Context: an optimization exercise on an open-source flow, tuned for small area and a short achievable clock period. The choices shown serve that exercise and are no tape-out recipe.
At most, simulation tests tie the RTL to the original design; equivalence was not proved.
Function not checked in runs 6 to 8: the RTL went through the layout flow alone.
Power and IR drop assume default switching activity. The clock port is modelled as an ideal driver; clocking choices that lean on that would not hold on a real chip.

==> flow/design.v <==
`timescale 1ns / 1ps
module shaping_v5(
inp,shapedout,conf,clk,count,rst
    ,r1,r2);
    input [13:0] inp;
    input [11:0] conf;
    input clk;
    input rst;
    output [13:0] shapedout;
    output [11:0] count;
    output r1;
    output r2;
    parameter k = 100;
    parameter l = 200;
    localparam N = k+l+k+1;           
    wire [4:0] tau = conf[4:0];
    wire [4:0] m3  = conf[9:5];
    wire [1:0] sel = conf[11:10];
    reg [11:0] cnt;
    reg rst1;
    reg rst2;      
    reg rst2d;     
    reg [14*N-1:0] dline;
    reg signed [15:0] temp3;
    reg signed [22:0] acc4;
    reg signed [15:0] q3;
    reg signed [22:0] tmpS;
    reg signed [15:0] tmpT;
    reg [22:0] t6lo;
    reg [21:0] t6hi;
    reg signed [1:0] c6;
    reg [13:0] temp7;
    always @(posedge clk) begin
        if (rst)
            cnt <= 12'h001;
        else if (|cnt)
            cnt <= cnt + 1'b1;
        else
            cnt <= 12'h000;
    end
    always @(posedge clk) begin
        rst1  <= rst | (rst1 & (cnt < k+l+k+1));
        rst2  <= rst | rst1;
        rst2d <= rst2;
    end
    always @(posedge clk)
        dline <= {dline[14*(N-1)-1:0], inp};
    wire signed [15:0] d0   = {{2{dline[13]}}, dline[13:0]};
    wire signed [15:0] dk   = {{2{dline[14*k+13]}}, dline[14*k+:14]};
    wire signed [15:0] dkl  = {{2{dline[14*(k+l)+13]}}, dline[14*(k+l)+:14]};
    wire signed [15:0] dklk = {{2{dline[14*(k+l+k)+13]}}, dline[14*(k+l+k)+:14]};
    wire signed [23:0] w4 = {acc4, 1'b0};
    wire signed [23:0] w4s = w4 >>> tau;
    wire signed [22:0] temp5 = tmpS + {{7{tmpT[15]}}, tmpT};
    wire [24:0] lo_sum = {2'b00, t6lo} + {{2{tmpS[22]}}, tmpS} + {{9{tmpT[15]}}, tmpT};
    wire [21:0] t6hi_now = t6hi + {{20{c6[1]}}, c6};
    wire signed [44:0] temp6 = {t6hi_now, t6lo};
    always @(posedge clk)
        q3 <= dklk - dk - dkl;
    always @(posedge clk) begin
        if (rst2 | rst2d) begin
            temp3 <= 16'sd0;
            acc4  <= 23'sd0;
        end else begin
            temp3 <= d0 + q3;
            acc4  <= acc4 + {{7{d0[15]}}, d0} + {{7{q3[15]}}, q3};
        end
    end
    always @(posedge clk) begin
        if (rst2) begin
            tmpS  <= 23'sd0;
            tmpT  <= 16'sd0;
            t6lo  <= 23'd0;
            t6hi  <= 22'd0;
            c6    <= 2'sd0;
        end else begin
            if (tau == 5'd0)
                tmpS <= acc4;
            else if (tau == 5'd31)
                tmpS <= 23'sd0;
            else
                tmpS <= w4s[22:0];
            tmpT  <= (tau == 5'd0) ? 16'sd0 : temp3;
            t6lo  <= lo_sum[22:0];
            t6hi  <= t6hi_now;
            c6    <= lo_sum[24:23];
        end
    end
    wire signed [13:0] inps = inp;
    reg signed [44:0] vsrc;
    always @(*)
        case (sel)
        2'd0: vsrc = inps;
        2'd1: vsrc = temp3;
        2'd2: vsrc = temp5;
        default: vsrc = temp6;
        endcase
    wire signed [44:0] vsh = vsrc >>> m3;
    always @(posedge clk) begin
        if (rst2)
            temp7 <= 14'd0;
        else
            temp7 <= vsh[13:0];
    end
    assign shapedout = temp7;
    assign count = cnt;
    assign r1 = rst1;
    assign r2 = rst2;
endmodule
==> flow/flow/run.sh <==
#!/bin/bash
# Standard synthesis, then the standard layout with: a larger setup margin
# for timing repair, plain buffers (buf_4) on the ports instead of delay
# cells, and no dummy loads in clock tree synthesis. The clock period and
# constraints are unchanged.
set -euo pipefail
bash standard.sh synth > synth.log 2>&1
bash standard.sh SETUP_SLACK_MARGIN=7.35 \
  "BUFFER_PORTS_ARGS=-buffer_cell sky130_fd_sc_hd__buf_4" \
  "CTS_ARGS=-sink_clustering_enable -repair_clock_nets -sink_clustering_size 30 -sink_clustering_max_diameter 110 -buf_list sky130_fd_sc_hd__clkbuf_16 -dont_use_dummy_load" \
  finish > layout.log 2>&1
==> flow/standard.sh <==
#!/bin/bash
# synth_recipe.tcl (not shown) runs the flow's synth.tcl, then flattens the netlist and writes it again
# the make line also repeats each setting of config.mk as NAME=value (left out here)
make -C /OpenROAD-flow-scripts/flow DESIGN_CONFIG=/design/flow/config.mk WORK_HOME=/design/flow/orfs CLKGATE_MAP_FILE= SYNTH_SCRIPT=/design/flow/synth_recipe.tcl "${@:-finish}"
==> flow/config.mk <==
export PLATFORM = sky130hd
export DESIGN_NAME = shaping_v5
export DESIGN_NICKNAME = shaping_v5
export VERILOG_FILES = /design/flow/design.v
export SDC_FILE = /design/flow/constraint.sdc
export NUM_CORES = 4
export LEC_CHECK = 0
export CAP_MARGIN = 20
export CORE_MARGIN = 2
export CORE_UTILIZATION = 55
export CTS_BUF_LIST = sky130_fd_sc_hd__clkbuf_16
export CTS_CLUSTER_DIAMETER = 110
export CTS_CLUSTER_SIZE = 30
export SLEW_MARGIN = 20
==> flow/constraint.sdc <==
create_clock -name core_clock -period 11.0 [get_ports {clk}]
set_input_delay 2.2000 -clock core_clock [delete_from_list [all_inputs] [get_ports {clk}]]
set_output_delay 2.2000 -clock core_clock [all_outputs]
set_load 0.01 [all_outputs]
==> out/metrics.yaml, run 1 <==
global_route:
  antenna_found_initial: 3
  track_usage_pct: 13.9
  grt_max_degree: 65
  grt_pass1_vias: 47700
  overflow: 0
  grt_pass1_wl_mm: 265
floorplanning:
  start_util_pct: 55.2
  dieWidth_um: 487
  die_h_um: 487
  pin_count: 56
  dieArea_um2: 237000
  core_um2: 232000
  row_count: 177
setup_path:
  crit_path_max_fanout: 14
  cpLargestDelayFamily: "compound AO/OA/AOI/OAI gates"
  cp.required_ns: 11.70
  end_kind: "flop"
  critical-path-slowest-cell: "mux4_2"
  arrival_ns: 4.32
  cp.buffers_inverters: 3
  startpoint: "conf[10]"
  crit_path_frequent_cell: "o21ai_0"
  cp_cell_sequence: "buf_16 > inv_6 > nand2_8 > o31ai_2 > inv_1 > mux4_2 > o211ai_1 > o21ai_0 > o21ai_0"
  critical_path_class: "in -> reg"
  r2r_start: "tmpS[14]"
  cp-start-kind: "primary input"
  crit_path_max_incr_delay_ns: 0.51
power_and_ir_drop:
  p_leak_nw: 55.4
  vdd_drop_max_v: 0.000180
  seq_power_share_pct: 69.7
  clockPowerShare_pct: 29.6
  sw_frac_of_total_pct: 18.7
  p_sw_mw: 5.65
  p_per_area_nw_per_um2: 218
  internal_power_mw: 24.6
  pwr-share-comb_pct: 0.7
timing:
  setup_viol: 0
  tightest_slew_ns: 0.976
  finalCritPeriodShare_pct: 32.9
  fin_skew_ns: 0.0921
  finalMaxSlewViolations: 0
  timing.slew.headroom_pct: 34.8
  final.min_clock_period_ns: 3.62
  max_freq_mhz: 276
  final_hold_viol_count: 0
  rsz0062_at_grt: "yes"
  tns_ns: 0
cts:
  clock_latency_ns: 0.85
  cts_root_buf: "clkbuf_16"
  cts_buffers: 214
  cts_buffer_depth: 3
  htree_levels: 4
  clock-sinks: 5784
  cts.clk_slew.worst_paths_ns: 0.10
  cts_tree: "built"
drt:
  first_pass_iters: 5
  avgRoutedWirePerCell_um: 15.4
  vias: 48100
  viasPerCell: 4.46
  routed_wirelength_mm: 166
  drc_errors: 0
  antenna_left: 0
  first_iter_violations: 2375
synth:
  synth_cell_type_count: 98
  synth_common_cells: "5784 x dfxtp_1, 212 x nor2_1, 123 x ha_1"
  synth_top_area_share_pct: 90.3
  syn_nets: 7719
  synth.most_common_cell: "dfxtp_1"
  ys_dominant_reg_cell: "dfxtp_1"
  ys_seq_area_share_pct: 90.3
  synth_seq_cells: 5784
  syn_avg_cell_area_um2: 17.1
  netlist_area_um2: 128000
  async_flop_share_pct: 0
  synth_edf_count: 0
  synthCells: 7503
  yosys-top-cells-area: "dfxtp_1 90%, ha_1 1.2%, fa_1 1.0%"
  yosysTopAreaCell: "dfxtp_1"
  yosysWarnings: 1
final_layout:
  fin_nets: 7952
  drive_above_1_share_pct: 7.42
  syn_to_final_growth_pct: 8.32
  ff_latch_area_um2: 116000
  fillerInstances: 17400
  postLayoutCoreUtil_pct: 59.8
  multi_input_area_um2: 12600
placed_design:
  routabilityCongestion: 0.798
  dpl.hpwl_mm: 96.4
  portBuffers: 55
worst_hold_path:
  min_from: "dline[674]"
  hold_class: "reg -> reg"
run:
  cap_violations: 0
outcome:
  outcome: "complete, no violations"
-- final cells by class --
cell class / count / share of cell area [%]
Tap cell: 3043 / 2.74
Sequential cell: 5784 / 83.4
Clock buffer: 214 / 3.86
Inverter: 99 / 0.278
Antenna cell: 4 / 0.00721
Multi-Input combinational cell: 1530 / 9.06
Timing Repair Buffer: 107 / 0.661
-- sequential cells by signal, indices dropped and copies added, names as in the netlist --
signal and count:
rst2 1, t6hi 22, temp3 16, t6lo 23
acc4 23, c6 2, cnt 12, q3 16
tmpS 23, rst1 1, rst2d 1, temp7 14
dline 5614, tmpT 16
-- kinds of logic after synthesis --
kind of cell | count (synthesis) | share of synthesized area [%]
buf+inv | 190 | 0.571
mux | 101 | 1.02
simple gates | 598 | 2.24
fa+ha+maj | 188 | 2.21
xor+xnor | 91 | 0.627
compound gates | 551 | 3.03
flops | 5784 | 90.3
-- worst register-to-register path, cell delays in order (launching register included) --
cell and delay [ns]:
dfxtp_1 0.49, ha_1 0.36, a21o_1 0.21, a21o_1 0.21, a21o_1 0.21, or3_1 0.35
o211ai_1 0.36, buf_4 0.21, a31oi_2 0.12, o31ai_2 0.16, nor3_1 0.11, or4_1 0.55
o2111a_1 0.14
-- layer usage --
metal	GRT usage, %	wire, µm	vias to the layer above
li1	-	-	24300
met1	22.4	92200	23000
met2	19.2	64200	472
met3	2.37	5480	268
met4	3.87	3920	0
met5	0	0	-
-- power groups by stage --
stage | sequential (mW) | combinational [mW] | clock, mW
after detailed placement | 21.6 | 0.200 | 0
after CTS | 21.1 | 0.210 | 9.32
after global routing | 21.1 | 0.241 | 10.1
after floorplan | 21.6 | 0.140 | 0
final | 21.1 | 0.221 | 8.97
after global placement | 21.6 | 0.201 | 0
-- stage by stage --
step	cell area (µm²)	hold WS, ns	cells	power (mW)	setup WS (ns)
floorplan	128000	0.310	7503	21.7	7.09
global placement	132000	0.309	10500	21.8	5.65
global route	139000	0.250	10800	31.4	7.26
finish	139000	0.249	10800	30.3	7.38
detailed placement	132000	0.312	10500	21.8	5.70
CTS	138000	0.238	10700	30.6	7.35
-- layout by cell type (no fill, tap or decap), types with 34 or more instances in the layout --
master / count
buf_4: 96
dfxtp_1: 5756
inv_1: 93
nand2_1: 109
nand3_1: 45
nor3_1: 48
a21o_1: 35
ha_1: 105
xor2_1: 40
o21ai_0: 83
fa_1: 61
and2_1: 34
xnor2_1: 42
clkbuf_16: 215
mux2i_1: 48
a21oi_1: 90
nor2_1: 206
-- worst paths after layout --
check	to	slack (ns)	cells past startpoint
min	dline[688]	0.25	0
max reg2reg	temp7[3]	7.43	12
min reg2reg	dline[688]	0.25	0
max	temp7[4]	7.38	9
-- what timing repair did --
action                                  CTS  global route
resized for setup                        93           124
hold buffers                              0             0
pin swaps                                17            42
endpoints found under the setup margin   51            25
buffers inserted                         15            28
gates cloned                              0             2
==> run 2, diff against run 1 <==
--- a/flow/flow/run.sh
+++ b/flow/flow/run.sh
@@ -5,7 +5,7 @@
 # constraints are unchanged.
 set -euo pipefail
 bash standard.sh synth > synth.log 2>&1
-bash standard.sh SETUP_SLACK_MARGIN=7.35 \
+bash standard.sh SETUP_SLACK_MARGIN=7.9 \
   "BUFFER_PORTS_ARGS=-buffer_cell sky130_fd_sc_hd__buf_4" \
   "CTS_ARGS=-sink_clustering_enable -repair_clock_nets -sink_clustering_size 30 -sink_clustering_max_diameter 110 -buf_list sky130_fd_sc_hd__clkbuf_16 -dont_use_dummy_load" \
   finish > layout.log 2>&1
==> run 2 against run 1 <==
  * Die area did not move
  * Routed wire length rose by 3.4%
  * Sequential cell count did not move
  * Critical endpoint is now temp7[10]
  * Largest cell class unchanged
  * Highest routed layer unchanged
==> out/metrics.yaml, run 2 <==
power_and_ir_drop:
  p_leak_nw: 56.2
  p_per_area_nw_per_um2: 215
  vdd_drop_max_v: 0.000179
floorplanning:
  row_count: 177
  core_um2: 232000
  pin_count: 56
  start_util_pct: 55.2
  dieWidth_um: 487
  die_h_um: 487
  dieArea_um2: 237000
placed_design:
  place_area_um2: 132000
  place_inst: 10500
  portBuffers: 55
  routabilityCongestion: 0.777
  dpl.hpwl_mm: 98.2
cts:
  cts_buffers: 215
  cts.clk_slew.worst_paths_ns: 0.10
  clock-sinks: 5784
  cts_tree: "built"
  cts_buffer_depth: 3
  htree_levels: 4
  clock_latency_ns: 0.86
  cts_hold_buf: 0
  cts_root_buf: "clkbuf_16"
global_route:
  grt_pass1_wl_mm: 274
  antenna_found_initial: 4
  grt_max_degree: 55
  grt_pass1_vias: 49000
  track_usage_pct: 14.5
  overflow: 0
worst_hold_path:
  hold_class: "reg -> reg"
setup_path:
  cp.required_ns: 11.66
  arrival_ns: 4.26
  crit_path_max_incr_delay_ns: 0.58
  critical_path_class: "in -> reg"
  crit_path_max_fanout: 13
  cp_cell_sequence: "buf_16 > buf_4 > nand2_8 > o22ai_1 > a31oi_2 > nand3_2 > mux4_2 > o221a_1 > nor4_1"
  critical-path-slowest-cell: "mux4_2"
  end_kind: "flop"
  cp-start-kind: "primary input"
outcome:
  outcome: "complete, no violations"
final_layout:
  fillerInstances: 17200
  fin_nets: 8050
  multi_input_area_um2: 13800
  drive_above_1_share_pct: 11.1
  largest_reg_flops: 5614
  largest-register: "dline"
  ff_latch_area_um2: 116000
  fin_cells: 10900
  design_area_um2: 141000
  syn_to_final_growth_pct: 10.3
  layout_commonest_cell: "dfxtp_1"
  final_cell_mix: "5724 x dfxtp_1, 215 x clkbuf_16, 202 x nor2_1"
  postLayoutCoreUtil_pct: 60.9
timing:
  timing.slew.headroom_pct: 25.0
  finalCritPeriodShare_pct: 32.7
  final_hold_viol_count: 0
  max_freq_mhz: 278
  tns_ns: 0
  tightest_slew_ns: 1.12
  rsz0062_at_grt: "yes"
  finalMaxSlewViolations: 0
  setup_viol: 0
  fin_skew_ns: 0.0890
  final.min_clock_period_ns: 3.60
synth:
  netlist_area_um2: 128000
  async_flop_share_pct: 0
  synth_common_cells: "5784 x dfxtp_1, 212 x nor2_1, 123 x ha_1"
  synth_cell_type_count: 98
  synth_edf_count: 0
  yosys-top-cells-area: "dfxtp_1 90%, ha_1 1.2%, fa_1 1.0%"
  syn_avg_cell_area_um2: 17.1
  ys_seq_area_share_pct: 90.3
  synthCells: 7503
  ys_dominant_reg_cell: "dfxtp_1"
  yosysWarnings: 1
  syn_nets: 7719
  synth.most_common_cell: "dfxtp_1"
  yosysTopAreaCell: "dfxtp_1"
  synth_seq_cells: 5784
  synth_top_area_share_pct: 90.3
drt:
  antenna_left: 0
  routed_wirelength_mm: 172
  avgRoutedWirePerCell_um: 15.8
  first_pass_iters: 5
  drc_errors: 0
  first_iter_violations: 2348
  vias: 48500
  viasPerCell: 4.46
run:
  cap_violations: 0
## run 2: changes by cell type in the layout (fill, tap and decap cells not counted), sizes merged
cell	before	now
diode	4	2
clkinvlp	0	2
nor2b	26	27
buf	106	197
o21a	21	22
bufbuf	0	5
inv	99	97
## run 2: area by class of cell
cell class / count / share of cell area [%]
Clock buffer: 215 / 3.80
Antenna cell: 2 / 0.00354
Timing Repair Buffer: 202 / 1.50
Tap cell: 3043 / 2.69
Sequential cell: 5784 / 81.9
Multi-Input combinational cell: 1532 / 9.79
Inverter: 99 / 0.297
## run 2: per-layer routing
metal | wire, µm | vias to the layer above | global-route usage (%) | part of all wire (%)
li1 | - | 24500 | - | -
met1 | 93800 | 23200 | 23.0 | 55
met2 | 67700 | 524 | 20.5 | 39
met3 | 5490 | 285 | 2.32 | 3.2
met4 | 4570 | 0 | 4.25 | 2.7
met5 | 0 | - | 0 | 0
## run 2: power by group
part	internal, mW	switching, mW
logic	0.117	0.164
clock network	3.51	5.50
registers	21.1	0.0387
total	24.7	5.70
## run 2: worst paths after layout
check | slack, ns | depth (start not counted) | start | to
hold reg to reg | 0.25 | 0 | dline[192] | dline[206]
setup reg to reg | 7.44 | 14 | tmpS[1] | c6[0]
setup / recovery | 7.40 | 9 | conf[10] | temp7[10]
hold / removal | 0.25 | 0 | dline[192] | dline[206]
## run 2: repair_timing
| action | 4_1_cts | 5_1_grt |
|---|---|---|
| cloned | 11 | 0 |
| setup endpoints to repair | 104 | 87 |
| pin swaps | 121 | 100 |
| buffers inserted | 92 | 37 |
| resized for setup | 417 | 155 |
## run 2: kinds of logic after synthesis
family | after synthesis | share of synthesized area, %
and+or+nand+nor | 598 | 2.24
xor gates and xnor gates | 91 | 0.627
muxes | 101 | 1.02
buffers and inverters | 190 | 0.571
AOI/OAI and AO/OA | 551 | 3.03
adders and majority gates | 188 | 2.21
DFF | 5784 | 90.3
## run 2: critical path, delay by kind of cell
kind | cells | cell delay (ns)
simple gates | 3 | 0.56
compound gates | 3 | 0.63
buf+inv | 2 | 0.27
mux | 1 | 0.58
## run 2: metrics by stage
stage / power (mW) / hold WS [ns] / worst slack [ns]
after floorplan: 21.7 / 0.310 / 7.09
after global placement: 21.8 / 0.310 / 5.82
after detailed placement: 21.8 / 0.312 / 5.84
after CTS: 30.7 / 0.235 / 7.40
after global routing: 31.5 / 0.236 / 7.31
final: 30.4 / 0.251 / 7.40
==> run 3, diff against run 2 <==
--- a/flow/flow/run.sh
+++ b/flow/flow/run.sh
@@ -5,7 +5,7 @@
 # constraints are unchanged.
 set -euo pipefail
 bash standard.sh synth > synth.log 2>&1
-bash standard.sh SETUP_SLACK_MARGIN=7.9 \
+bash standard.sh SETUP_SLACK_MARGIN=7.6 \
   "BUFFER_PORTS_ARGS=-buffer_cell sky130_fd_sc_hd__buf_4" \
   "CTS_ARGS=-sink_clustering_enable -repair_clock_nets -sink_clustering_size 30 -sink_clustering_max_diameter 110 -buf_list sky130_fd_sc_hd__clkbuf_16 -dont_use_dummy_load" \
   finish > layout.log 2>&1
--- a/flow/config.mk
+++ b/flow/config.mk
@@ -12,3 +12,4 @@
 export CTS_CLUSTER_DIAMETER = 110
 export CTS_CLUSTER_SIZE = 30
 export SLEW_MARGIN = 20
+export TNS_END_PERCENT = 10
==> run 3 against run 2 <==
  * Still clean
  * Largest power group unchanged
  * Sequential share of layout area increased by 1.2 points
  * Setup slack got worse by 0.024 ns
  * Clock power about the same
  * Largest cell class unchanged
  * Utilization decreased by 0.88 points
  * Final area decreased by 1.4%
  * Critical path depth decreased by 7
==> out/metrics.yaml, run 3 <==
setup_path:
  end_kind: "primary output"
  critical-path-slowest-cell: "dfxtp_4"
  crit_path_max_incr_delay_ns: 0.36
  critical_path_class: "reg -> out"
  cp-start-kind: "flop"
  reg2reg_depth: 15
  reg2reg_slack_ns: 7.43
  cp.required_ns: 8.80
  r2r_start: "tmpS[1]"
  arrival_ns: 1.42
  crit_path_max_fanout: 2
  cp_cell_sequence: "buf_12 > buf_6"
  startpoint: "rst2"
  r2r_end: "c6[0]"
cts:
  cts.clk_slew.worst_paths_ns: 0.10
  clock_latency_ns: 0.87
  cts_buffers: 215
  cts_buffer_depth: 3
  htree_levels: 4
  cts_hold_buf: 0
  cts_tree: "built"
  cts_root_buf: "clkbuf_16"
  clock-sinks: 5784
synth:
  synth.most_common_cell: "dfxtp_1"
  yosysWarnings: 1
  synth_top_area_share_pct: 90.3
  synthCells: 7503
  synth_common_cells: "5784 x dfxtp_1, 212 x nor2_1, 123 x ha_1"
  synth_cell_type_count: 98
  synth_seq_cells: 5784
  ys_dominant_reg_cell: "dfxtp_1"
  yosysTopAreaCell: "dfxtp_1"
  ys_seq_area_share_pct: 90.3
  syn_avg_cell_area_um2: 17.1
  syn_nets: 7719
  synth_edf_count: 0
  yosys-top-cells-area: "dfxtp_1 90%, ha_1 1.2%, fa_1 1.0%"
  netlist_area_um2: 128000
  async_flop_share_pct: 0
run:
  cap_violations: 0
global_route:
  antenna_found_initial: 3
  track_usage_pct: 14.2
  overflow: 0
  grt_pass1_wl_mm: 269
  grt_max_degree: 55
  grt_pass1_vias: 48100
placed_design:
  routabilityCongestion: 0.783
  dpl.hpwl_mm: 95.7
  portBuffers: 55
worst_hold_path:
  hold_class: "reg -> reg"
  hold-path-endpoint: "dline[5073]"
  min_from: "dline[5059]"
  whs_path_depth: 0
power_and_ir_drop:
  p_sw_mw: 5.70
  p_per_area_nw_per_um2: 218
  p_leak_nw: 55.5
  clockPowerShare_pct: 29.7
  internal_power_mw: 24.7
  vdd_drop_max_v: 0.000177
  seq_power_share_pct: 69.5
  pwr-share-comb_pct: 0.8
  sw_frac_of_total_pct: 18.8
final_layout:
  drive_above_1_share_pct: 8.04
  layout_commonest_cell: "dfxtp_1"
  fin_nets: 7970
  syn_to_final_growth_pct: 8.74
  largest-register: "dline"
  postLayoutCoreUtil_pct: 60.0
  final_cell_mix: "5752 x dfxtp_1, 215 x clkbuf_16, 209 x nor2_1"
  largest_reg_flops: 5614
timing:
  timing.slew.headroom_pct: 38.3
  final.min_clock_period_ns: 3.62
  tightest_slew_ns: 0.917
  fin_skew_ns: 0.0944
  rsz0062_at_grt: "yes"
  finalMaxSlewViolations: 0
  final_hold_viol_count: 0
  max_freq_mhz: 276
  finalCritPeriodShare_pct: 32.9
  setup_viol: 0
  tns_ns: 0
drt:
  drc_errors: 0
  first_iter_violations: 2241
  routed_wirelength_mm: 168
  antenna_left: 0
  avgRoutedWirePerCell_um: 15.5
  vias: 48000
  first_pass_iters: 5
  viasPerCell: 4.45
floorplanning:
  start_util_pct: 55.2
  dieArea_um2: 237000
  pin_count: 56
  row_count: 177
  die_h_um: 487
  dieWidth_um: 487
  core_um2: 232000
outcome:
  outcome: "complete, no violations"
run 3: cell counts after synthesis:
No cell type changed its count.
run 3: how the worst max path moves through the flow:
stage | cells past startpoint | end
4_1_cts | 2 | r2
6_report | 2 | r2
3_3_place_gp | 9 | temp7[12]
3_5_place_dp | 9 | temp7[12]
2_1_floorplan | 8 | temp7[10]
5_1_grt | 14 | acc4[21]
run 3: layer usage:
layer	part of all wire (%)	up-vias	track usage, %
met5	0	-	0
met4	2.8	0	4.27
met3	3.6	281	2.66
met2	39	513	19.4
met1	55	22900	22.6
li1	-	24400	-
run 3: cell families (layout without fill, tap and decap cells):
family | count (synthesis) | after routing | synth area share (%)
xor gates and xnor gates | 91 | 91 | 0.627
buffers and inverters | 190 | 437 | 0.571
and+or+nand+nor | 598 | 600 | 2.24
DFF | 5784 | 5784 | 90.3
muxes | 101 | 101 | 1.02
AOI/OAI and AO/OA | 551 | 551 | 3.03
other | 0 | 4 | 0
adders and majority gates | 188 | 188 | 2.21
run 3: timing repair:
action / CTS / global route
resized for setup: 204 / 84
gates cloned: 6 / 0
setup endpoints to repair: 78 / 77
buffers inserted: 39 / 13
pin swaps: 56 / 46
run 3: cell type report:
class,count,area [µm²]
Multi-Input combinational cell,1531,12900
Clock buffer,215,5380
Sequential cell,5784,116000
Inverter,99,389
Antenna cell,4,10.0
Tap cell,3043,3810
Timing Repair Buffer,123,1140
Fill cell,17300,92900
run 3: power by group through the flow:
stage          Sequential, mW  Combinational, mW  Clock [mW]
3_5_place_dp             21.6              0.200           0
5_1_grt                  21.1              0.255        10.1
6_report                 21.1              0.234        9.01
3_3_place_gp             21.6              0.202           0
2_1_floorplan            21.6              0.136           0
4_1_cts                  21.1              0.230        9.37
run 3: worst max-delay path, delay by kind of cell (launching register included):
kind	cells	cell delay (ns)
buf+inv	2	0.23
flops	1	0.36
run 3: per-stage QoR:
step | std cells | power, mW | hold WS (ns) | cell area, µm² | setup slack, ns
after floorplan | 7503 | 21.7 | 0.310 | 128000 | 7.07
after global placement | 10500 | 21.8 | 0.310 | 132000 | 5.59
after detailed placement | 10500 | 21.8 | 0.312 | 132000 | 5.57
after CTS | 10800 | 30.7 | 0.223 | 139000 | 7.28
after global routing | 10800 | 31.5 | 0.239 | 139000 | 7.28
final | 10800 | 30.3 | 0.243 | 139000 | 7.38
==> run 4, diff against run 3 <==
--- a/flow/config.mk
+++ b/flow/config.mk
@@ -12,4 +12,3 @@
 export CTS_CLUSTER_DIAMETER = 110
 export CTS_CLUSTER_SIZE = 30
 export SLEW_MARGIN = 20
-export TNS_END_PERCENT = 10
==> run 4 against run 3 <==
  * Still clean on timing, DRC and antenna
  * First-iteration DRC count increased by 5.8%
  * Utilization increased by 0.70 points
  * Via count up 1.1%
  * Clock power down 0.4%
  * Worst hold slack improved by 0.0079 ns
  * Largest power group unchanged
==> out/metrics.yaml, run 4 <==
drt:
  routed_wirelength_mm: 168
  avgRoutedWirePerCell_um: 15.4
  first_iter_violations: 2371
  viasPerCell: 4.47
  antenna_left: 0
  first_pass_iters: 5
  vias: 48500
  drc_errors: 0
synth:
  yosys-top-cells-area: "dfxtp_1 90%, ha_1 1.2%, fa_1 1.0%"
  syn_nets: 7719
  synth.most_common_cell: "dfxtp_1"
  netlist_area_um2: 128000
  ys_dominant_reg_cell: "dfxtp_1"
  ys_seq_area_share_pct: 90.3
  synth_cell_type_count: 98
  syn_avg_cell_area_um2: 17.1
  yosysWarnings: 1
  synth_top_area_share_pct: 90.3
  yosysTopAreaCell: "dfxtp_1"
  synth_seq_cells: 5784
  async_flop_share_pct: 0
  synth_edf_count: 0
  synthCells: 7503
  synth_common_cells: "5784 x dfxtp_1, 212 x nor2_1, 123 x ha_1"
timing:
  setup_viol: 0
  tightest_slew_ns: 0.884
  max_freq_mhz: 276
  fin_skew_ns: 0.0901
  rsz0062_at_grt: "yes"
  finalCritPeriodShare_pct: 32.9
  setup_ws_ns: 7.38
  tns_ns: 0
  timing.slew.headroom_pct: 41.1
  finalMaxSlewViolations: 0
  final.min_clock_period_ns: 3.62
  final_hold_viol_count: 0
power_and_ir_drop:
  internal_power_mw: 24.6
  vdd_drop_max_v: 0.000214
  p_sw_mw: 5.69
  p_per_area_nw_per_um2: 215
  sw_frac_of_total_pct: 18.8
  pwr-share-comb_pct: 0.9
  clockPowerShare_pct: 29.6
  p_leak_nw: 56.0
  seq_power_share_pct: 69.5
final_layout:
  postLayoutCoreUtil_pct: 60.7
  syn_to_final_growth_pct: 10.0
  fin_nets: 8033
  final_cell_mix: "5728 x dfxtp_1, 217 x clkbuf_16, 201 x nor2_1"
  layout_commonest_cell: "dfxtp_1"
  largest_reg_flops: 5614
  drive_above_1_share_pct: 10.2
  fillerInstances: 17200
  multi_input_area_um2: 13700
  design_area_um2: 141000
  largest-register: "dline"
  ff_latch_area_um2: 116000
cts:
  cts.clk_slew.worst_paths_ns: 0.11
  cts_buffers: 213
  cts_buffer_depth: 3
  clock_latency_ns: 0.85
  cts_tree: "built"
  cts_root_buf: "clkbuf_16"
  htree_levels: 4
  clock-sinks: 5784
global_route:
  grt_max_degree: 55
  grt_pass1_vias: 48300
  track_usage_pct: 14.0
  overflow: 0
  grt_pass1_wl_mm: 267
  antenna_found_initial: 5
placed_design:
  dpl.hpwl_mm: 94.6
  routabilityCongestion: 0.791
  place_area_um2: 132000
  pre_cts_ws_ns: 5.81
  portBuffers: 55
run:
  cap_violations: 0
setup_path:
  cp.required_ns: 8.80
  cp-start-kind: "flop"
  end_kind: "primary output"
  critical-path-slowest-cell: "dfxtp_4"
  crit_path_max_incr_delay_ns: 0.37
  critical_path_class: "reg -> out"
  cp_cell_sequence: "buf_12 > buf_6"
  crit_path_max_fanout: 2
  arrival_ns: 1.42
floorplanning:
  core_um2: 232000
  dieArea_um2: 237000
  row_count: 177
  start_util_pct: 55.2
  dieWidth_um: 487
  die_h_um: 487
  pin_count: 56
outcome:
  outcome: "complete, no violations"
worst_hold_path:
  hold_class: "reg -> reg"
## run 4: cell counts after synthesis
No cell type changed its count.
## run 4: logic make-up (layout without fill, tap and decap cells)
group,Yosys count,in the layout,share of synthesized area [%]
AOI/OAI and AO/OA,551,552,3.03
xor gates and xnor gates,91,91,0.627
adders and majority gates,188,188,2.21
buffers and inverters,190,499,0.571
DFF,5784,5784,90.3
muxes,101,101,1.02
other,0,1,0
and+or+nand+nor,598,600,2.24
## run 4: path summary, 6_finish.rpt
| check | startpoint | slack (ns) | cells after the start | end |
|---|---|---|---|---|
| worst max-delay path | rst2 | 7.38 | 2 | r2 |
| worst min register to register | dline[1298] | 0.25 | 0 | dline[1312] |
| worst min-delay path | dline[1298] | 0.25 | 0 | dline[1312] |
| worst max register to register | tmpS[2] | 7.57 | 13 | c6[1] |
## run 4: repair_timing
| item | in CTS | in global routing |
|---|---|---|
| buffers inserted | 71 | 43 |
| endpoints found under the setup margin | 81 | 64 |
| gates resized for setup | 306 | 206 |
| hold buffers | 0 | 0 |
| endpoints found under the hold margin | 0 | 0 |
| gates cloned | 5 | 6 |
| pin swaps | 74 | 102 |
## run 4: area by class of cell
| type | instances | share of cell area (%) |
|---|---|---|
| diodes | 1 | 0.00177 |
| multi-input cells | 1532 | 9.70 |
| inverters | 99 | 0.296 |
| flip-flops and latches | 5784 | 82.2 |
| well taps | 3043 | 2.70 |
| clock buffers | 213 | 3.78 |
| repair buffers | 187 | 1.36 |
## run 4: per-layer routing
layer  global-route usage [%]  wire [µm]  up-vias
met5                        0          0        -
met4                     3.71       3890        0
met3                     2.41       5900      262
met2                     19.5      65300      527
met1                     22.4      92500    23300
li1                         -          -    24500
## run 4: through the flow
stage	instances	hold WS, ns	total power [mW]
after floorplan	7503	0.310	21.7
final	10900	0.250	30.3
after detailed placement	10500	0.312	21.8
after global routing	10900	0.247	31.5
after CTS	10800	0.244	30.7
after global placement	10500	0.309	21.8
## run 4: worst max-delay path, delay by kind of cell, from the launching register on
kind | cells | cell delay, ns
buf+inv | 2 | 0.23
flops | 1 | 0.37
## run 4: power by group through the flow
stage	sequential (mW)	combinational [mW]	clock [mW]
2_1_floorplan	21.6	0.142	0
3_3_place_gp	21.6	0.204	0
3_5_place_dp	21.6	0.203	0
4_1_cts	21.1	0.240	9.32
5_1_grt	21.1	0.293	10.1
6_report	21.1	0.274	8.97
==> run 5, diff against run 4 <==
--- a/flow/config.mk
+++ b/flow/config.mk
@@ -7,7 +7,7 @@
 export LEC_CHECK = 0
 export CAP_MARGIN = 20
 export CORE_MARGIN = 2
-export CORE_UTILIZATION = 55
+export CORE_UTILIZATION = 48
 export CTS_BUF_LIST = sky130_fd_sc_hd__clkbuf_16
 export CTS_CLUSTER_DIAMETER = 110
 export CTS_CLUSTER_SIZE = 30
==> run 5 against run 4 <==
  * Sequential cell count did not move
  * Power increased by 0.23%
  * Sequential share of layout area barely moved
  * Utilization is 7.6 points lower
  * Sequential power about the same
  * Critical endpoint is now temp7[2]
  * Highest routed layer unchanged
==> out/metrics.yaml, run 5 <==
cts:
  cts_tree: "built"
  cts.clk_slew.worst_paths_ns: 0.11
  cts_buffer_depth: 3
  cts_buffers: 216
  clock-sinks: 5784
  clock_latency_ns: 0.86
  htree_levels: 4
  cts_root_buf: "clkbuf_16"
floorplanning:
  core_um2: 265000
  die_h_um: 521
  start_util_pct: 48.3
  pin_count: 56
  dieArea_um2: 271000
  dieWidth_um: 521
  row_count: 189
timing:
  timing.slew.headroom_pct: 29.7
  setup_viol: 0
  final.min_clock_period_ns: 3.65
  rsz0062_at_grt: "yes"
  tightest_slew_ns: 1.05
  finalMaxSlewViolations: 0
  fin_skew_ns: 0.0925
  tns_ns: 0
  max_freq_mhz: 274
  finalCritPeriodShare_pct: 33.2
  final_hold_viol_count: 0
setup_path:
  cp_cell_sequence: "buf_16 > nand2b_4 > nand2_1 > o22ai_2 > nor3_1 > a211o_1 > or2_1 > mux2i_4 > o211ai_1 > a32o_1"
  cp.buffers_inverters: 1
  critical_path_class: "in -> reg"
  crit_path_max_fanout: 13
  crit_path_max_incr_delay_ns: 0.33
  reg2reg_slack_ns: 7.46
  r2r_start: "tmpS[0]"
  r2r_end: "c6[0]"
  reg2reg_depth: 17
  cpLargestDelayFamily: "compound AO/OA/AOI/OAI gates"
  cp.required_ns: 11.68
  critical-path-slowest-cell: "o22ai_2"
  end_kind: "flop"
  arrival_ns: 4.33
  cp-start-kind: "primary input"
drt:
  antenna_left: 0
  drc_errors: 0
  vias: 48400
  viasPerCell: 4.27
  routed_wirelength_mm: 173
  first_pass_iters: 5
  avgRoutedWirePerCell_um: 15.2
  first_iter_violations: 2201
power_and_ir_drop:
  sw_frac_of_total_pct: 18.9
  p_sw_mw: 5.73
  vdd_drop_max_v: 0.000145
  seq_power_share_pct: 69.4
  clockPowerShare_pct: 29.8
  pwr-share-comb_pct: 0.8
  p_leak_nw: 55.8
  p_per_area_nw_per_um2: 216
  internal_power_mw: 24.7
worst_hold_path:
  hold-path-endpoint: "dline[1183]"
  whs_path_depth: 0
  min_from: "dline[1169]"
  hold_class: "reg -> reg"
synth:
  synth_compound_area_share_pct: 3.03
  synth_mux_area_share_pct: 1.02
  syn_avg_cell_area_um2: 17.1
  synth_top_family_by_area: "compound AO/OA/AOI/OAI gates"
  ys_dominant_reg_cell: "dfxtp_1"
  synth_fa_ha_area_share_pct: 2.21
  netlist_area_um2: 128000
  synth_xor_area_share_pct: 0.627
  synthCells: 7503
  synth_edf_count: 0
  syn_nets: 7719
  synth_cell_type_count: 98
  synthSimpleGateAreaFrac_pct: 2.24
  synth.most_common_cell: "dfxtp_1"
  yosys-top-cells-area: "dfxtp_1 90%, ha_1 1.2%, fa_1 1.0%"
  ys_seq_area_share_pct: 90.3
  yosysTopAreaCell: "dfxtp_1"
  synth_seq_cells: 5784
  async_flop_share_pct: 0
  synth_common_cells: "5784 x dfxtp_1, 212 x nor2_1, 123 x ha_1"
  synth_top_area_share_pct: 90.3
  yosysWarnings: 1
final_layout:
  largest-register: "dline"
  fillerInstances: 21300
  multi_input_area_um2: 13300
  final_cell_mix: "5722 x dfxtp_1, 216 x clkbuf_16, 205 x nor2_1"
  drive_above_1_share_pct: 9.64
  syn_to_final_growth_pct: 9.97
  largest_reg_flops: 5614
  ff_latch_area_um2: 116000
  design_area_um2: 141000
  fin_nets: 8005
  layout_commonest_cell: "dfxtp_1"
global_route:
  track_usage_pct: 12.8
  grt_pass1_vias: 48800
  overflow: 0
  antenna_found_initial: 6
  grt_max_degree: 55
  grt_pass1_wl_mm: 277
placed_design:
  routabilityCongestion: 0.760
  dpl.hpwl_mm: 98.8
  place_area_um2: 133000
  portBuffers: 55
run:
  cap_violations: 0
outcome:
  outcome: "complete, no violations"
-- run 5: area by class of cell --
type	instances	area share [%]
inverter	99	0.279
timing repair buffer	156	1.11
antenna	6	0.0106
multi-input combinational	1532	9.44
tap	3533	3.13
clock buffer	216	3.83
sequential	5784	82.2
-- run 5: power by group through the flow --
| stage | registers (mW) | logic (mW) | clock network, mW |
|---|---|---|---|
| CTS | 21.1 | 0.242 | 9.45 |
| global route | 21.1 | 0.272 | 10.2 |
| global placement | 21.6 | 0.206 | 0 |
| finish | 21.1 | 0.250 | 9.06 |
| floorplan | 21.6 | 0.142 | 0 |
| detailed placement | 21.6 | 0.204 | 0 |
-- run 5: worst max path at each step --
stage | start | to | slack (ns) | cells after the start
floorplan | conf[11] | temp7[10] | 7.09 | 8
global placement | conf[11] | temp7[12] | 5.71 | 9
detailed placement | conf[11] | temp7[12] | 5.74 | 9
CTS | cnt[5] | count[5] | 7.40 | 1
global route | tmpT[0] | c6[0] | 7.33 | 17
finish | conf[10] | temp7[2] | 7.35 | 10
-- run 5: worst reg2reg max path, stage by stage (launching register included) --
cell and delay (ns):
dfxtp_2 0.37, inv_2 0.05, fa_2 0.38, inv_2 0.08, ha_4 0.14, inv_2 0.04, fa_2 0.38, nor2b_4 0.16
o31ai_4 0.12, a2111oi_4 0.35, buf_4 0.19, nor3_4 0.05, o41a_1 0.38, nor2b_4 0.18, o31ai_4 0.10, a31oi_1 0.25
xnor2_1 0.14, nor2_1 0.06
-- run 5: routing by layer --
metal / vias up / share of wire [%] / track usage [%]
li1: 24400 / - / -
met1: 23200 / 55 / 20.2
met2: 449 / 39 / 17.7
met3: 304 / 2.9 / 2.13
met4: 0 / 3.1 / 4.04
met5: - / 0 / 0
-- run 5: kinds of logic after synthesis --
| logic type | after synthesis |
|---|---|
| flops | 5784 |
| fa+ha+maj | 188 |
| simple gates | 598 |
| buf+inv | 190 |
| compound gates | 551 |
| xor+xnor | 91 |
| mux | 101 |
-- run 5: metrics by stage --
step           power [mW]  instances  hold WS, ns  worst slack [ns]  utilization (%)
2_1_floorplan        21.7       7503        0.310              7.09                -
3_3_place_gp         21.8      11000        0.310              5.71             50.1
3_5_place_dp         21.8      11000        0.312              5.74             50.1
4_1_cts              30.8      11300        0.244              7.40             52.9
5_1_grt              31.6      11300        0.249              7.33             53.1
6_report             30.4      11300        0.248              7.35             53.2
-- run 5: repair_timing --
item                       4_1_cts  5_1_grt
hold buffers                     0        0
setup endpoints to repair       77       72
cloned                           7        0
pin swaps                       86       88
resized for setup              339       98
setup buffers                   61       27
==> run 6, diff against run 5 <==
--- a/flow/design.v
+++ b/flow/design.v
@@ -52,7 +52,7 @@
     wire signed [23:0] w4 = {acc4, 1'b0};
     wire signed [23:0] w4s = w4 >>> tau;
     wire signed [22:0] temp5 = tmpS + {{7{tmpT[15]}}, tmpT};
-    wire [24:0] lo_sum = {2'b00, t6lo} + {{2{tmpS[22]}}, tmpS} + {{9{tmpT[15]}}, tmpT};
+    wire [24:0] lo_sum = {2'b00, t6lo} + {{2{temp5[22]}}, temp5};
     wire [21:0] t6hi_now = t6hi + {{20{c6[1]}}, c6};
     wire signed [44:0] temp6 = {t6hi_now, t6lo};
     always @(posedge clk)
--- a/flow/config.mk
+++ b/flow/config.mk
@@ -7,7 +7,7 @@
 export LEC_CHECK = 0
 export CAP_MARGIN = 20
 export CORE_MARGIN = 2
-export CORE_UTILIZATION = 48
+export CORE_UTILIZATION = 55
 export CTS_BUF_LIST = sky130_fd_sc_hd__clkbuf_16
 export CTS_CLUSTER_DIAMETER = 110
 export CTS_CLUSTER_SIZE = 30
==> run 6 against run 5 <==
  * Still clean on timing, DRC and antenna
  * Routed wire length shrank 8.7%
  * Clock skew grew 0.011 ns
  * Register-to-register slack lost 0.61 ns
  * Critical path type is now reg -> reg
  * Largest power group unchanged
==> out/metrics.yaml, run 6 <==
timing:
  finalCritPeriodShare_pct: 37.8
  setup_ws_ns: 6.85
  final.min_clock_period_ns: 4.15
  finalMaxSlewViolations: 0
  setup_viol: 0
  max_freq_mhz: 241
  timing.slew.headroom_pct: 47.2
  final_hold_viol_count: 0
  rsz0062_at_grt: "yes"
  fin_skew_ns: 0.103
  tightest_slew_ns: 0.789
  tns_ns: 0
cts:
  cts_buffers: 213
  cts_tree: "built"
  clock_latency_ns: 0.84
  cts.clk_slew.worst_paths_ns: 0.10
  htree_levels: 4
  clock-sinks: 5784
  cts_hold_buf: 0
  cts_root_buf: "clkbuf_16"
  cts_buffer_depth: 3
floorplanning:
  dieWidth_um: 486
  row_count: 176
  core_um2: 230000
  pin_count: 56
  start_util_pct: 55.4
  dieArea_um2: 236000
  die_h_um: 486
global_route:
  track_usage_pct: 13.4
  grt_pass1_wl_mm: 258
  overflow: 0
  grt_max_degree: 54
  grt_pass1_vias: 47900
  antenna_found_initial: 4
setup_path:
  cp_cell_sequence: "ha_4 > fa_2 > a211oi_4 > o21bai_1 > a21oi_1 > xnor2_1 > ha_2 > or3_1 > a21oi_2 > o21ai_2 > a211o_4 > a41oi_4 > a21oi_2 > a221o_1 > o41ai_4 > buf_4 > xor2_1 > nor2_1"
  cpLargestDelayFamily: "compound AO/OA/AOI/OAI gates"
  r2r_start: "tmpT[0]"
  crit_path_max_incr_delay_ns: 0.39
  cp.required_ns: 11.65
  reg2reg_depth: 18
  crit_path_max_fanout: 3
  r2r_end: "t6lo[21]"
  end_kind: "flop"
  critical-path-slowest-cell: "a211o_4"
  path_depth: 18
  critical_path_class: "reg -> reg"
  startpoint: "tmpT[0]"
  cp.buffers_inverters: 1
  cp-start-kind: "flop"
  reg2reg_slack_ns: 6.85
  crit_path_frequent_cell: "a21oi_2"
  arrival_ns: 4.80
worst_hold_path:
  hold_class: "reg -> reg"
  hold-path-endpoint: "dline[2098]"
  whs_path_depth: 0
  min_from: "dline[2084]"
synth:
  synth_cell_type_count: 84
  ys_dominant_reg_cell: "dfxtp_1"
  synth.most_common_cell: "dfxtp_1"
  yosysTopAreaCell: "dfxtp_1"
  synth_edf_count: 0
  syn_nets: 7698
  synthCells: 7505
  yosys-top-cells-area: "dfxtp_1 91%, ha_1 1.2%, nor2_1 0.68%"
  synth_common_cells: "5784 x dfxtp_1, 232 x nor2_1, 139 x nand2_1"
  yosysWarnings: 1
  ys_seq_area_share_pct: 90.8
  async_flop_share_pct: 0
  syn_avg_cell_area_um2: 17.0
  netlist_area_um2: 128000
  synth_seq_cells: 5784
  synth_top_area_share_pct: 90.8
placed_design:
  dpl.hpwl_mm: 87.5
  portBuffers: 55
  routabilityCongestion: 0.785
  pre_cts_ws_ns: 5.48
final_layout:
  postLayoutCoreUtil_pct: 60.4
  largest-register: "dline"
  layout_commonest_cell: "dfxtp_1"
  largest_reg_flops: 5614
  fin_nets: 7968
  final_cell_mix: "5736 x dfxtp_1, 224 x nor2_1, 217 x clkbuf_16"
  syn_to_final_growth_pct: 9.09
  drive_above_1_share_pct: 8.53
  fillerInstances: 17100
drt:
  first_iter_violations: 2149
  first_pass_iters: 5
  drc_errors: 0
  antenna_left: 0
  avgRoutedWirePerCell_um: 14.6
  vias: 47700
  routed_wirelength_mm: 158
  viasPerCell: 4.42
power_and_ir_drop:
  total_power_mw: 30.3
  vdd_drop_max_v: 0.000166
  p_leak_nw: 55.7
  p_per_area_nw_per_um2: 218
run:
  cap_violations: 0
outcome:
  outcome: "complete, no violations"
==> run 6: cell types whose count changed in the layout (fill, tap and decap cells not counted), moves of 14 or more <==
cell	previous run	this run
a21o_1	34	49
dfxtp_1	5722	5736
nor2_1	205	224
a21oi_2	14	28
ha_1	97	112
nand2_1	109	136
a21oi_1	80	104
fa_1	59	36
buf_4	106	92
==> run 6: final cells by class <==
| cell class | count | area [µm²] | share of cell area (%) |
|---|---|---|---|
| Antenna cell | 5 | 12.5 | 0.00899 |
| Sequential cell | 5784 | 116000 | 83.3 |
| Tap cell | 3026 | 3790 | 2.72 |
| Timing Repair inverter | 1 | 7.51 | 0.00539 |
| Timing Repair Buffer | 152 | 1520 | 1.09 |
| Clock buffer | 213 | 5330 | 3.83 |
| Multi-Input combinational cell | 1525 | 12200 | 8.80 |
| Inverter | 98 | 389 | 0.280 |
==> run 6: where the power goes <==
part / internal (mW) / total, mW / switching (mW)
Clock: 3.47 / 8.97 / 5.49
Sequential: 21.1 / 21.1 / 0.0371
Combinational: 0.110 / 0.264 / 0.155
Total: 24.6 / 30.3 / 5.68
==> run 6: worst max path at each step <==
| stage | to |
|---|---|
| after global placement | temp7[13] |
| after detailed placement | temp7[13] |
| after CTS | c6[0] |
| final | t6lo[21] |
| after global routing | t6lo[21] |
| after floorplan | temp7[13] |
==> run 6: cell families (layout without fill, tap and decap cells) <==
family                     count (synthesis)  count (layout)  synth area share [%]
and+or+nand+nor                          618             618                  2.25
muxes                                    109             109                  1.12
xor gates and xnor gates                 102             102                 0.700
buffers and inverters                    196             464                 0.578
AOI/OAI and AO/OA                        531             531                  2.73
other                                      0               5                     0
adders and majority gates                165             165                  1.86
DFF                                     5784            5784                  90.8
==> run 6: repair_timing <==
action / 4_1_cts / 5_1_grt
pin swaps: 42 / 64
endpoints found under the setup margin: 85 / 79
resized for setup: 191 / 141
gates cloned: 2 / 4
buffers inserted: 61 / 22
==> run 6: per-layer routing <==
layer | share of wire, % | up-vias | track usage [%]
li1 | - | 24300 | -
met1 | 56 | 22600 | 21.5
met2 | 38 | 534 | 18.3
met3 | 3.6 | 269 | 2.49
met4 | 2.6 | 0 | 3.97
met5 | 0 | - | 0
==> run 6: metrics by stage <==
step / std cells / instance area (µm²) / hold slack [ns]
2_1_floorplan: 7505 / 128000 / 0.310
3_3_place_gp: 10500 / 132000 / 0.310
3_5_place_dp: 10500 / 132000 / 0.312
4_1_cts: 10800 / 138000 / 0.248
5_1_grt: 10800 / 139000 / 0.255
6_report: 10800 / 139000 / 0.253
==> run 7, diff against run 6 <==
--- a/flow/design.v
+++ b/flow/design.v
@@ -57,13 +57,14 @@
     wire signed [44:0] temp6 = {t6hi_now, t6lo};
     always @(posedge clk)
         q3 <= dklk - dk - dkl;
+    wire signed [15:0] t3next = d0 + q3;
     always @(posedge clk) begin
         if (rst2 | rst2d) begin
             temp3 <= 16'sd0;
             acc4  <= 23'sd0;
         end else begin
-            temp3 <= d0 + q3;
-            acc4  <= acc4 + {{7{d0[15]}}, d0} + {{7{q3[15]}}, q3};
+            temp3 <= t3next;
+            acc4  <= acc4 + {{7{t3next[15]}}, t3next};
         end
     end
     always @(posedge clk) begin
==> run 7 against run 6 <==
  * Fmax grew 3.2%
  * Worst hold slack lost 0.0080 ns
  * Area after synthesis shrank 0.73%
  * Critical path depth grew 3
  * Non-clock buffer count grew 26
  * Sequential share of layout area grew 0.17 points
  * Clock power is essentially flat
  * Global-route usage grew 0.17 points
  * Count of clock-buffer cells in the layout grew 1
  * Clock skew shrank 0.013 ns
  * Critical path type unchanged
  * Highest routed layer is now met5
==> out/metrics.yaml, run 7 <==
outcome:
  outcome: "complete, no violations"
synth:
  yosys-top-cells-area: "dfxtp_1 91%, ha_1 1.2%, nor2_1 0.56%"
  synth_top_area_share_pct: 91.4
  synth_seq_cells: 5784
  yosysWarnings: 1
  synth_compound_area_share_pct: 2.75
  synthCells: 7356
  ys_seq_area_share_pct: 91.4
  synth_edf_count: 0
  synth_fa_ha_area_share_pct: 1.54
  synthSimpleGateAreaFrac_pct: 1.94
  synth_xor_area_share_pct: 0.801
  synth_cell_type_count: 76
  ys_dominant_reg_cell: "dfxtp_1"
  synth_top_family_by_area: "compound AO/OA/AOI/OAI gates"
  async_flop_share_pct: 0
  netlist_area_um2: 127000
  yosysTopAreaCell: "dfxtp_1"
  syn_avg_cell_area_um2: 17.2
  synth.most_common_cell: "dfxtp_1"
  synth_common_cells: "5784 x dfxtp_1, 188 x nor2_1, 127 x a21oi_1"
  syn_nets: 7528
  synth_mux_area_share_pct: 1.05
placed_design:
  routabilityCongestion: 0.761
  portBuffers: 55
  place_area_um2: 131000
  pre_cts_ws_ns: 5.96
  dpl.hpwl_mm: 88.7
drt:
  vias: 47000
  routed_wirelength_mm: 158
  avgRoutedWirePerCell_um: 14.8
  viasPerCell: 4.40
  drc_errors: 0
  antenna_left: 0
  first_pass_iters: 6
  first_iter_violations: 2162
cts:
  cts_tree: "built"
  cts_buffer_depth: 3
  cts_root_buf: "clkbuf_16"
  htree_levels: 4
  cts.clk_slew.worst_paths_ns: 0.11
  cts_buffers: 214
  clock-sinks: 5784
  clock_latency_ns: 0.86
timing:
  final_hold_viol_count: 0
  max_freq_mhz: 248
  setup_viol: 0
  tns_ns: 0
  rsz0062_at_grt: "yes"
  tightest_slew_ns: 0.806
  timing.slew.headroom_pct: 46.2
  final.min_clock_period_ns: 4.03
  setup_ws_ns: 6.97
  finalCritPeriodShare_pct: 36.6
  finalMaxSlewViolations: 0
  fin_skew_ns: 0.0903
  hold-worst-slack_ns: 0.245
final_layout:
  drive_above_1_share_pct: 9.47
  largest_reg_flops: 5614
  fin_nets: 7833
  syn_to_final_growth_pct: 9.64
  fillerInstances: 17000
  design_area_um2: 139000
  multi_input_area_um2: 11900
  final_cell_mix: "5747 x dfxtp_1, 214 x clkbuf_16, 179 x nor2_1"
  ff_latch_area_um2: 116000
  largest-register: "dline"
  layout_commonest_cell: "dfxtp_1"
global_route:
  antenna_found_initial: 3
  track_usage_pct: 13.6
  grt_max_degree: 53
  overflow: 0
  grt_pass1_vias: 47300
  grt_pass1_wl_mm: 258
floorplanning:
  dieWidth_um: 484
  dieArea_um2: 234000
  row_count: 176
  pin_count: 56
  die_h_um: 484
  core_um2: 229000
  start_util_pct: 55.2
setup_path:
  end_kind: "flop"
  cp-start-kind: "flop"
  cp.required_ns: 11.69
  critical_path_class: "reg -> reg"
  crit_path_max_fanout: 3
  arrival_ns: 4.71
power_and_ir_drop:
  clockPowerShare_pct: 29.6
  seq_power_share_pct: 69.6
  internal_power_mw: 24.7
  vdd_drop_max_v: 0.000160
  sw_frac_of_total_pct: 18.7
  p_leak_nw: 55.4
  pwr-share-comb_pct: 0.8
  p_sw_mw: 5.67
  p_per_area_nw_per_um2: 218
run:
  cap_violations: 0
worst_hold_path:
  hold_class: "reg -> reg"
==> run 7: cell count changes after synthesis, sizes merged, moves of 9 or more <==
| cell | delta |
|---|---|
| nor2 | -44 |
| nand2 | -28 |
| fa | -22 |
| inv | -19 |
| a21o | -15 |
| and2 | +15 |
| nor3 | -12 |
| a211oi | -11 |
| clkbuf | -10 |
| xnor2 | +10 |
| a21oi | -9 |
| mux2i | -9 |
==> run 7: cells by family after synthesis <==
| family | after synthesis |
|---|---|
| AND/OR/NAND/NOR | 524 |
| multiplexers | 97 |
| flip-flops | 5784 |
| AO/OA/AOI/OAI | 523 |
| buffers and inverters | 169 |
| XOR/XNOR | 115 |
| adder cells (fa/ha/maj) | 144 |
==> run 7: power groups by stage <==
stage                     combinational (mW)  clock, mW  sequential [mW]
after floorplan                        0.138          0             21.6
after global placement                 0.198          0             21.6
after detailed placement               0.197          0             21.6
after CTS                              0.231       9.35             21.1
after global routing                   0.266       10.1             21.1
final                                  0.246       8.98             21.1
==> run 7: path summary, 6_finish.rpt <==
path / slack (ns) / from / endpoint / depth (start not counted)
setup / recovery: 6.97 / dline[0] / acc4[21] / 21
hold reg to reg: 0.24 / dline[1789] / dline[1803] / 0
hold / removal: 0.24 / dline[1789] / dline[1803] / 0
setup reg to reg: 6.97 / dline[0] / acc4[21] / 21
==> run 7: per-stage QoR <==
step,power [mW],utilization [%],std cells
final,30.3,60.5,10700
after global routing,31.5,60.5,10700
after CTS,30.7,60.2,10700
after detailed placement,21.8,57.0,10400
after global placement,21.8,57.0,10400
after floorplan,21.7,-,7356
==> run 7: layout make-up <==
type                       count  share of cell area (%)
antenna                        1                 0.00180
clock buffer                 214                    3.86
inverter                      80                   0.224
multi-input combinational   1403                    8.58
sequential                  5784                    83.4
tap                         3026                    2.73
timing repair buffer         178                    1.18
==> run 7: layer usage <==
layer	wire length (µm)	part of all wire [%]	track usage, %
met4	3990	2.5	3.68
met5	8	0.0051	0
met2	63900	40	19.6
met1	84900	54	21.1
met3	5050	3.2	2.33
==> run 7: critical path: stages, from the launching register on <==
cell       delay, ns
dfxtp_2         0.34
ha_4            0.16
fa_2            0.37
a21o_1          0.19
a21oi_2         0.20
o21bai_1        0.10
a21oi_2         0.18
o21bai_2        0.13
a211oi_2        0.23
o21bai_1        0.13
a21oi_2         0.17
o21ai_2         0.08
xor2_2          0.26
ha_4            0.26
a21o_1          0.15
a21o_1          0.18
a21oi_2         0.15
o21ai_2         0.10
a2111oi_2       0.22
o21bai_1        0.12
xnor2_1         0.16
nor2_1          0.06
==> run 7: what timing repair did <==
item	CTS	global route
endpoints found under the setup margin	78	75
pin swaps	71	66
buffers inserted	82	32
hold buffers	0	0
gates resized for setup	265	109
gates cloned	1	0
==> run 8, diff against run 7 <==
--- a/flow/design.v
+++ b/flow/design.v
@@ -19,6 +19,7 @@
     reg [11:0] cnt;
     reg rst1;
     reg rst2;      
+    reg rst7;      
     reg rst2d;     
     reg [14*N-1:0] dline;
     reg signed [15:0] temp3;
@@ -40,8 +41,9 @@
     end
     always @(posedge clk) begin
         rst1  <= rst | (rst1 & (cnt < k+l+k+1));
-        rst2  <= rst | rst1;
-        rst2d <= rst2;
+        rst2  <= rst | (rst1 & (cnt < k+l+k+2));
+        rst7  <= rst | (rst1 & (cnt < k+l+k+7));
+        rst2d <= rst7;
     end
     always @(posedge clk)
         dline <= {dline[14*(N-1)-1:0], inp};
@@ -52,23 +54,22 @@
     wire signed [23:0] w4 = {acc4, 1'b0};
     wire signed [23:0] w4s = w4 >>> tau;
     wire signed [22:0] temp5 = tmpS + {{7{tmpT[15]}}, tmpT};
-    wire [24:0] lo_sum = {2'b00, t6lo} + {{2{temp5[22]}}, temp5};
+    wire [24:0] lo_sum = {2'b00, t6lo} + {{2{tmpS[22]}}, tmpS} + {{9{tmpT[15]}}, tmpT};
     wire [21:0] t6hi_now = t6hi + {{20{c6[1]}}, c6};
     wire signed [44:0] temp6 = {t6hi_now, t6lo};
     always @(posedge clk)
         q3 <= dklk - dk - dkl;
-    wire signed [15:0] t3next = d0 + q3;
     always @(posedge clk) begin
-        if (rst2 | rst2d) begin
+        if (rst7 | rst2d) begin
             temp3 <= 16'sd0;
             acc4  <= 23'sd0;
         end else begin
-            temp3 <= t3next;
-            acc4  <= acc4 + {{7{t3next[15]}}, t3next};
+            temp3 <= d0 + q3;
+            acc4  <= acc4 + {{7{d0[15]}}, d0} + {{7{q3[15]}}, q3};
         end
     end
     always @(posedge clk) begin
-        if (rst2) begin
+        if (rst7) begin
             tmpS  <= 23'sd0;
             tmpT  <= 16'sd0;
             t6lo  <= 23'd0;
@@ -98,7 +99,7 @@
         endcase
     wire signed [44:0] vsh = vsrc >>> m3;
     always @(posedge clk) begin
-        if (rst2)
+        if (rst7)
             temp7 <= 14'd0;
         else
             temp7 <= vsh[13:0];
--- a/flow/flow/run.sh
+++ b/flow/flow/run.sh
@@ -5,7 +5,7 @@
 # constraints are unchanged.
 set -euo pipefail
 bash standard.sh synth > synth.log 2>&1
-bash standard.sh SETUP_SLACK_MARGIN=7.6 \
+bash standard.sh SETUP_SLACK_MARGIN=7.35 \
   "BUFFER_PORTS_ARGS=-buffer_cell sky130_fd_sc_hd__buf_4" \
   "CTS_ARGS=-sink_clustering_enable -repair_clock_nets -sink_clustering_size 30 -sink_clustering_max_diameter 110 -buf_list sky130_fd_sc_hd__clkbuf_16 -dont_use_dummy_load" \
   finish > layout.log 2>&1
==> run 8 against run 7 <==
  * Fmax up 3.6%
  * Critical path depth decreased by 8
  * Sequential power about the same
  * Sequential cell count increased by 1
  * Die area grew 0.83%
  * Non-clock buffer count shrank 70
  * Final area shrank 0.37%
  * Area after synthesis rose by 0.83%
  * Global-route usage is 0.27 points higher
  * Critical endpoint is now c6[1]
  * Largest cell class unchanged
  * Largest power group unchanged
==> out/metrics.yaml, run 8 <==
outcome:
  outcome: "complete, no violations"
setup_path:
  critical_path_class: "reg -> reg"
  crit_path_max_fanout: 3
  arrival_ns: 4.57
  critical-path-slowest-cell: "fa_1"
  end_kind: "flop"
  cp_cell_sequence: "fa_1 > ha_1 > a211o_1 > o211ai_1 > a21oi_2 > a221o_1 > a41o_1 > o41ai_4 > o21ai_2 > or4_4 > a31oi_4 > xnor2_2 > nor2_1"
  cp.required_ns: 11.69
  crit_path_max_incr_delay_ns: 0.56
  cpLargestDelayFamily: "compound AO/OA/AOI/OAI gates"
  cp-start-kind: "flop"
  cp.buffers_inverters: 0
synth:
  synth_seq_cells: 5785
  netlist_area_um2: 128000
  synth_common_cells: "5785 x dfxtp_1, 203 x nor2_1, 123 x ha_1"
  yosysTopAreaCell: "dfxtp_1"
  synth.most_common_cell: "dfxtp_1"
  synth_top_area_share_pct: 90.7
  yosysWarnings: 1
  async_flop_share_pct: 0
  synthCells: 7438
  syn_avg_cell_area_um2: 17.2
  ys_dominant_reg_cell: "dfxtp_1"
  yosys-top-cells-area: "dfxtp_1 91%, ha_1 1.2%, fa_1 1.0%"
  synth_edf_count: 0
  ys_seq_area_share_pct: 90.7
  synth_cell_type_count: 86
  syn_nets: 7654
timing:
  setup_viol: 0
  finalCritPeriodShare_pct: 35.3
  timing.slew.headroom_pct: 39.2
  tns_ns: 0
  max_freq_mhz: 257
  tightest_slew_ns: 0.909
  rsz0062_at_grt: "yes"
  final.min_clock_period_ns: 3.89
  setup_ws_ns: 7.11
  final_hold_viol_count: 0
  fin_skew_ns: 0.100
  finalMaxSlewViolations: 0
global_route:
  grt_max_degree: 52
  antenna_found_initial: 11
  track_usage_pct: 13.9
  overflow: 0
  grt_pass1_wl_mm: 262
  grt_pass1_vias: 47200
cts:
  cts_tree: "built"
  cts.clk_slew.worst_paths_ns: 0.10
  cts_buffers: 213
  clock-sinks: 5785
  cts_hold_buf: 0
  cts_buffer_depth: 3
  htree_levels: 4
  clock_latency_ns: 0.86
  cts_root_buf: "clkbuf_16"
worst_hold_path:
  hold_class: "reg -> reg"
power_and_ir_drop:
  clockPowerShare_pct: 29.6
  p_per_area_nw_per_um2: 219
  seq_power_share_pct: 69.7
  pwr-share-comb_pct: 0.7
  p_sw_mw: 5.67
  sw_frac_of_total_pct: 18.7
  internal_power_mw: 24.6
  p_leak_nw: 55.5
  vdd_drop_max_v: 0.000158
drt:
  antenna_left: 0
  drc_errors: 0
  avgRoutedWirePerCell_um: 15.2
  routed_wirelength_mm: 162
  vias: 47200
  viasPerCell: 4.41
  first_iter_violations: 2178
  first_pass_iters: 5
final_layout:
  drive_above_1_share_pct: 7.38
  syn_to_final_growth_pct: 8.33
  final_cell_mix: "5755 x dfxtp_1, 213 x clkbuf_16, 193 x nor2_1"
  layout_commonest_cell: "dfxtp_1"
  fin_nets: 7897
  largest-register: "dline"
  largest_reg_flops: 5614
placed_design:
  pre_cts_ws_ns: 5.74
  dpl.hpwl_mm: 94.2
  routabilityCongestion: 0.765
  portBuffers: 55
floorplanning:
  die_h_um: 486
  dieArea_um2: 236000
  pin_count: 56
  start_util_pct: 55.4
  row_count: 176
  dieWidth_um: 486
  core_um2: 230000
run:
  cap_violations: 0
## run 8: worst paths after layout
| check | to | cells after the start | from | slack [ns] |
|---|---|---|---|---|
| min | dline[1198] | 0 | dline[1184] | 0.25 |
| max reg2reg | c6[1] | 13 | t6lo[2] | 7.11 |
| max | c6[1] | 13 | t6lo[2] | 7.11 |
| min reg2reg | dline[1198] | 0 | dline[1184] | 0.25 |
## run 8: layout make-up
class / instances / area, µm²
clock buffer: 213 / 5330
multi-input combinational: 1472 / 12100
tap: 3026 / 3790
antenna: 3 / 7.51
inverter: 101 / 409
sequential: 5785 / 116000
fill: 17100 / 92000
timing repair buffer: 108 / 886
## run 8: cells by family (layout without fill, tap and decap cells)
group,Yosys count,after routing,share of synthesized area [%]
xor+xnor,100,100,0.686
other cells,0,3,0
flops,5785,5785,90.7
simple gates,571,572,2.11
compound gates,513,513,2.73
buf+inv,182,422,0.538
mux,99,99,1.03
fa+ha+maj,188,188,2.22
## run 8: metrics by stage
step / std cells / hold WS [ns] / power (mW) / area (µm²) / utilization, %
after global routing: 10700 / 0.246 / 31.4 / 138000 / 60.1
after global placement: 10400 / 0.309 / 21.8 / 132000 / 57.2
after CTS: 10700 / 0.228 / 30.6 / 138000 / 59.8
final: 10700 / 0.248 / 30.3 / 138000 / 60.1
after floorplan: 7438 / 0.310 / 21.7 / 128000 / -
after detailed placement: 10400 / 0.312 / 21.8 / 132000 / 57.2
## run 8: power by group through the flow
stage / clock network (mW) / registers [mW] / logic, mW
after global placement: 0 / 21.6 / 0.201
after global routing: 10.0 / 21.1 / 0.239
after floorplan: 0 / 21.6 / 0.138
after detailed placement: 0 / 21.6 / 0.200
after CTS: 9.31 / 21.1 / 0.210
final: 8.97 / 21.1 / 0.220
## run 8: repair_timing
item	CTS	global route
setup buffers	18	29
gates resized for setup	111	118
pin swaps	30	62
cloned	1	0
endpoints found under the setup margin	41	34
## run 8: per-layer routing
metal / wire (µm) / GRT usage (%)
met1: 90700 / 22.3
met2: 62400 / 19.0
met3: 5360 / 2.40
met4: 4020 / 3.99
met5: 13 / 0

-- separate check: timing with driven ports --
The flow's constraints put no driver on any port. The routed layouts listed below were extracted and timed again, unchanged, in two steps. Step 1: set_driving_cell puts a clkbuf_16 on clk and a buf_2 on each other input, an assumption about the parent block. Step 2 moves the port delays by t, midway between the first and last clock arrival at a register: inputs arrive t later, outputs are due t later. That takes back most of the time a late clock gives input paths. a / b / c = ideal ports / drivers / drivers and shift; a / b = the first two.
| run | t (ns) | setup slack, ns | worst setup path after step 2 |
|---|---|---|---|
| run 1 | 0.890 | 7.383 / 7.342 / 6.452 | input to register |
| run 2 | 0.894 | 7.403 / 7.295 / 6.400 | input to register |
| run 3 | 0.915 | 7.379 / 7.291 / 6.412 | input to register |
| run 4 | 0.888 | 7.380 / 7.294 / 6.511 | input to register |
| run 5 | 0.905 | 7.350 / 7.294 / 6.389 | input to register |
| run 6 | 0.897 | 6.845 / 6.845 / 6.201 | input to register |
| run 7 | 0.902 | 6.974 / 6.974 / 6.435 | input to register |
| run 8 | 0.906 | 7.114 / 7.114 / 6.430 | input to register |
After both steps setup and hold are still met in every run listed. The setup slack of run 2, which loses most, moves by -0.108 ns with the drivers and by -1.003 ns with both steps.
